From an optimization exercise on the open Yosys and OpenROAD flow, aimed at small area and a short achievable clock period; shortcuts taken in it are not production practice.
Where RTL was checked, it was by simulation tests only, not by an equivalence proof against the original.

the reference run:
// ntt_block_radix2_pipelined
module ntt_block_radix2_pipelined (
    input  logic         clk,
    input  logic         reset,
    input  logic         data_valid_in,
    input  logic         iNTT_mode,
    input  logic [127:0] Data_in,
    output logic [127:0] Data_out,
    output logic         data_valid_out,
    output logic         mode_out
);
    logic n1, n2, n3, n4, n5, n6, n7, n8, n9, n10, n11, n12, n13, n14, n15, n16;
    logic n17, n18, n19, n20, n21, n22, n23, n24, n25, n26, n27, n28, n29, n30, n31, n32;
    logic n33, n34, n35, n36, n37, n38, n39, n40, n41, n42, n43, n44, n45, n46, n47, n48;
    logic n49, n50, n51, n52, n53, n54, n55, n56, n57, n58, n59, n60, n61, n62, n63, n64;
    logic n65, n66, n67, n68, n69, n70, n71, n72, n73, n74, n75, n76, n77, n78, n79, n80;
    logic n81, n82, n83, n84, n85, n86, n87, n88, n89, n90, n91, n92, n93, n94, n95, n96;
    logic n97, n98, n99, n100, n101, n102, n103, n104, n105, n106, n107, n108, n109, n110, n111, n112;
    logic n113, n114, n115, n116, n117, n118, n119, n120, n121, n122, n123, n124, n125, n126, n127, n128;
  ...
export LEC_CHECK = 0
export CAP_MARGIN = 20
export CORE_MARGIN = 2
export CORE_UTILIZATION = 70
export SLEW_MARGIN = 20
export SYNTH_HIERARCHICAL = 1
export SYNTH_MINIMUM_KEEP_SIZE = 0
create_clock -name core_clock -period 65.0 [get_ports {clk}]
standard.sh (not shown) runs the stock make flow with config.mk's settings and CLKGATE_MAP_FILE= SYNTH_SCRIPT=/design/flow/synth_recipe.tcl, a recipe that flattens the netlist after the stock synthesis.
==> flow/flow/run.sh <==
#!/bin/bash
# Standard ORFS layout of the standard synthesis. Differences from the default flow:
# ports are buffered with buf_1
# and the CTS sink clustering is set explicitly.
set -o pipefail
bash standard.sh "BUFFER_PORTS_ARGS=-buffer_cell sky130_fd_sc_hd__buf_1"  "CTS_CLUSTER_SIZE=30" "CTS_CLUSTER_DIAMETER=150" finish > standard.log 2>&1
--- input diff the reference run..the trial run ---
# the reference run
export LEC_CHECK = 0
export CAP_MARGIN = 20
export CORE_MARGIN = 2
export CORE_UTILIZATION = 70
export SLEW_MARGIN = 20
export SYNTH_HIERARCHICAL = 1
export SYNTH_MINIMUM_KEEP_SIZE = 0
create_clock -name core_clock -period 65.0 [get_ports {clk}]
# the trial run
export LEC_CHECK = 0
export CAP_MARGIN = 20
export CORE_MARGIN = 2
export CORE_UTILIZATION = 80
export SLEW_MARGIN = 20
export SYNTH_HIERARCHICAL = 1
export SYNTH_MINIMUM_KEEP_SIZE = 0
create_clock -name core_clock -period 65.0 [get_ports {clk}]
### Flow results
- Compared to the reference run, the router laid down more metal wire for the trial run.
- Final period utilization is higher on the trial run
- Higher chip width among the trial run and the reference run: the reference run
- Initial core utilization: higher on the trial run
- From the reference run to the trial run the numbers moved as follows: global-route track usage on met2 +17 points; met3 capacity usage during global routing rose 3.5 points.

Another version of the RTL of ntt_block_radix2_pipelined (not shown whole).
Size: about 2100 cells after synthesis, about 260 I/O pins, about 0.029 mm2 of cells after synthesis.
// ntt_block_radix2_pipelined
module ntt_block_radix2_pipelined (
    input  logic         clk,
    input  logic         reset,
    input  logic         data_valid_in,
    input  logic         iNTT_mode,
    input  logic [127:0] Data_in,
    output logic [127:0] Data_out,
    output logic         data_valid_out,
    output logic         mode_out
);
export LEC_CHECK = 0
export CAP_MARGIN = 20
export CORE_MARGIN = 2
export CORE_UTILIZATION = 55
export SLEW_MARGIN = 20
export SYNTH_HIERARCHICAL = 1
export SYNTH_MINIMUM_KEEP_SIZE = 0
create_clock -name core_clock -period 65.0 [get_ports {clk}]
Scripts as last shown in full above: flow/flow/run.sh
Change:
==> flow/flow/run.sh (replaced) <==
#!/bin/bash
# Standard ORFS layout of the standard synthesis. Differences from the default flow:
# ports are buffered with buf_1 and the output-port buffers are then resized to buf_2
# (flow/post_gpl.tcl), and the CTS sink clustering is set explicitly.
set -o pipefail
bash standard.sh "POST_GLOBAL_PLACE_TCL=$PWD/flow/post_gpl.tcl" "BUFFER_PORTS_ARGS=-buffer_cell sky130_fd_sc_hd__buf_1"  "CTS_CLUSTER_SIZE=20" "CTS_CLUSTER_DIAMETER=100" finish > standard.log 2>&1
==> flow/flow/post_gpl.tcl (new file) <==
# The standard port buffering used buf_1 on every port; give the output ports a buf_2 instead.
set block [ord::get_db_block]
foreach bterm [$block getBTerms] {
  if {[$bterm getIoType] ne "OUTPUT"} { continue }
  set net [$bterm getNet]
  if {$net eq "NULL"} { continue }
  foreach iterm [$net getITerms] {
    if {![$iterm isOutputSignal]} { continue }
    set inst [$iterm getInst]
    if {[[$inst getMaster] getName] eq "sky130_fd_sc_hd__buf_1"} {
      replace_cell [get_cells [$inst getName]] sky130_fd_sc_hd__buf_2
    }
  }
}
- CORE_UTILIZATION: 55 -> 45
Design area grows by about 2.7%.
Utilization shrinks by 9.4 points.
Hold slack gets worse by 0.0052 ns.
Via count grows by 1.2%.
Sequential share of layout area shrinks by 0.93 points.
Worst setup slack gets better by 0.049 ns.
Change:
--- a/flow/flow/run.sh
+++ b/flow/flow/run.sh
@@ -6 +6 @@
-bash standard.sh "POST_GLOBAL_PLACE_TCL=$PWD/flow/post_gpl.tcl" "BUFFER_PORTS_ARGS=-buffer_cell sky130_fd_sc_hd__buf_1"  "CTS_CLUSTER_SIZE=20" "CTS_CLUSTER_DIAMETER=100" finish > standard.log 2>&1
+bash standard.sh "POST_GLOBAL_PLACE_TCL=$PWD/flow/post_gpl.tcl" "BUFFER_PORTS_ARGS=-buffer_cell sky130_fd_sc_hd__buf_1"  "CTS_CLUSTER_SIZE=30" "CTS_CLUSTER_DIAMETER=150" finish > standard.log 2>&1
- CORE_UTILIZATION: 45 -> 55
Effect: Critical path depth does not change. Synthesized cell count stays the same.

## middle
ntt_block_radix2_pipelined, a different RTL version from the one above (not shown whole).
For scale: ~2100 cells after synthesis, roughly 540 flip-flops, ~30000 µm² of cells after synthesis.
clock: 65.0 ns
lec_check: 0
cap_margin: 20
core_margin: 2
core_utilization: 45
slew_margin: 20
synth_hierarchical: 1
synth_minimum_keep_size: 0
==> flow/flow/run.sh <==
#!/bin/bash
# Standard ORFS layout with the standard synthesis; only port-buffer cells and CTS clustering differ.
set -o pipefail
bash standard.sh "PRE_GLOBAL_PLACE_TCL=$PWD/flow/pre_gpl.tcl" "BUFFER_PORTS_ARGS=-inputs -buffer_cell sky130_fd_sc_hd__buf_1" "CTS_CLUSTER_SIZE=30" "CTS_CLUSTER_DIAMETER=150" finish > standard.log 2>&1
==> flow/flow/pre_gpl.tcl <==
# Buffer the outputs with buf_2 before the standard flow buffers the (remaining) input ports.
buffer_ports -outputs -buffer_cell sky130_fd_sc_hd__buf_2
For south, these inputs were changed with respect to middle:
- SYNTH_MINIMUM_KEEP_SIZE: 0 -> unset
- SYNTH_HIERARCHICAL: 1 -> unset
==> flow/flow/run.sh <==
#!/bin/bash
# Standard ORFS layout with the standard synthesis; only placement/CTS options differ.
set -o pipefail
bash standard.sh  "BUFFER_PORTS_ARGS=-buffer_cell sky130_fd_sc_hd__buf_1" "CTS_CLUSTER_SIZE=30" "CTS_CLUSTER_DIAMETER=150" finish > standard.log 2>&1
removed: flow/flow/pre_gpl.tcl
Findings:
Summary of south over middle: final RePlAce weighted congestion dropped 0.0091, area of the mapped netlist climbed about 7%, cell area after layout climbed 9.1%.
Function was not checked in any run of this note: the RTL went through the layout flow alone.

==> separate check: timing with driven ports <==
The flow's constraints put no driver on any port. The routed layouts listed below were extracted and timed again, unchanged, in two steps.
Step 1 (the two cells are an assumption about what drives the block):
set clk [get_ports {clk}]
set_driving_cell -lib_cell sky130_fd_sc_hd__clkbuf_16 $clk
set_driving_cell -lib_cell sky130_fd_sc_hd__buf_2 [delete_from_list [all_inputs] $clk]
Step 2 also shifts input and output timing later by t, the mid clock arrival at the registers, as if the neighbouring blocks saw the same clock.
Three values: ideal ports, drivers, drivers and shift; two values: the first two.
| run | t (ns) | setup WS [ns] | worst setup path at the end | latest minus earliest clock arrival (ns) | worst slew at a driven data input, ns |
|---|---|---|---|---|---|
| the reference run | 0.641 | 50.876 / 50.818 / 51.276 | register to register | 0.025 / 0.025 | 0.06 |
| the trial run | 0.625 | 50.741 / 50.741 / 50.741 | register to register | 0.022 / 0.021 | 0.06 |
| the first run of note 2 | 0.628 | 50.914 / 50.852 / 51.405 | register to register | 0.019 / 0.020 | 0.08 |
| the second run of note 2 | 0.621 | 50.963 / 50.906 / 51.462 | register to register | 0.020 / 0.020 | 0.06 |
| the third run of note 2 | 0.621 | 50.959 / 50.900 / 51.402 | register to register | 0.014 / 0.015 | 0.08 |
| middle | 0.668 | 50.982 / 50.916 / 51.419 | register to register | 0.028 / 0.028 | 0.05 |
| south | 0.664 | 50.897 / 50.838 / 51.453 | register to register | 0.026 / 0.026 | 0.08 |
After both steps every run listed still meets setup and hold.
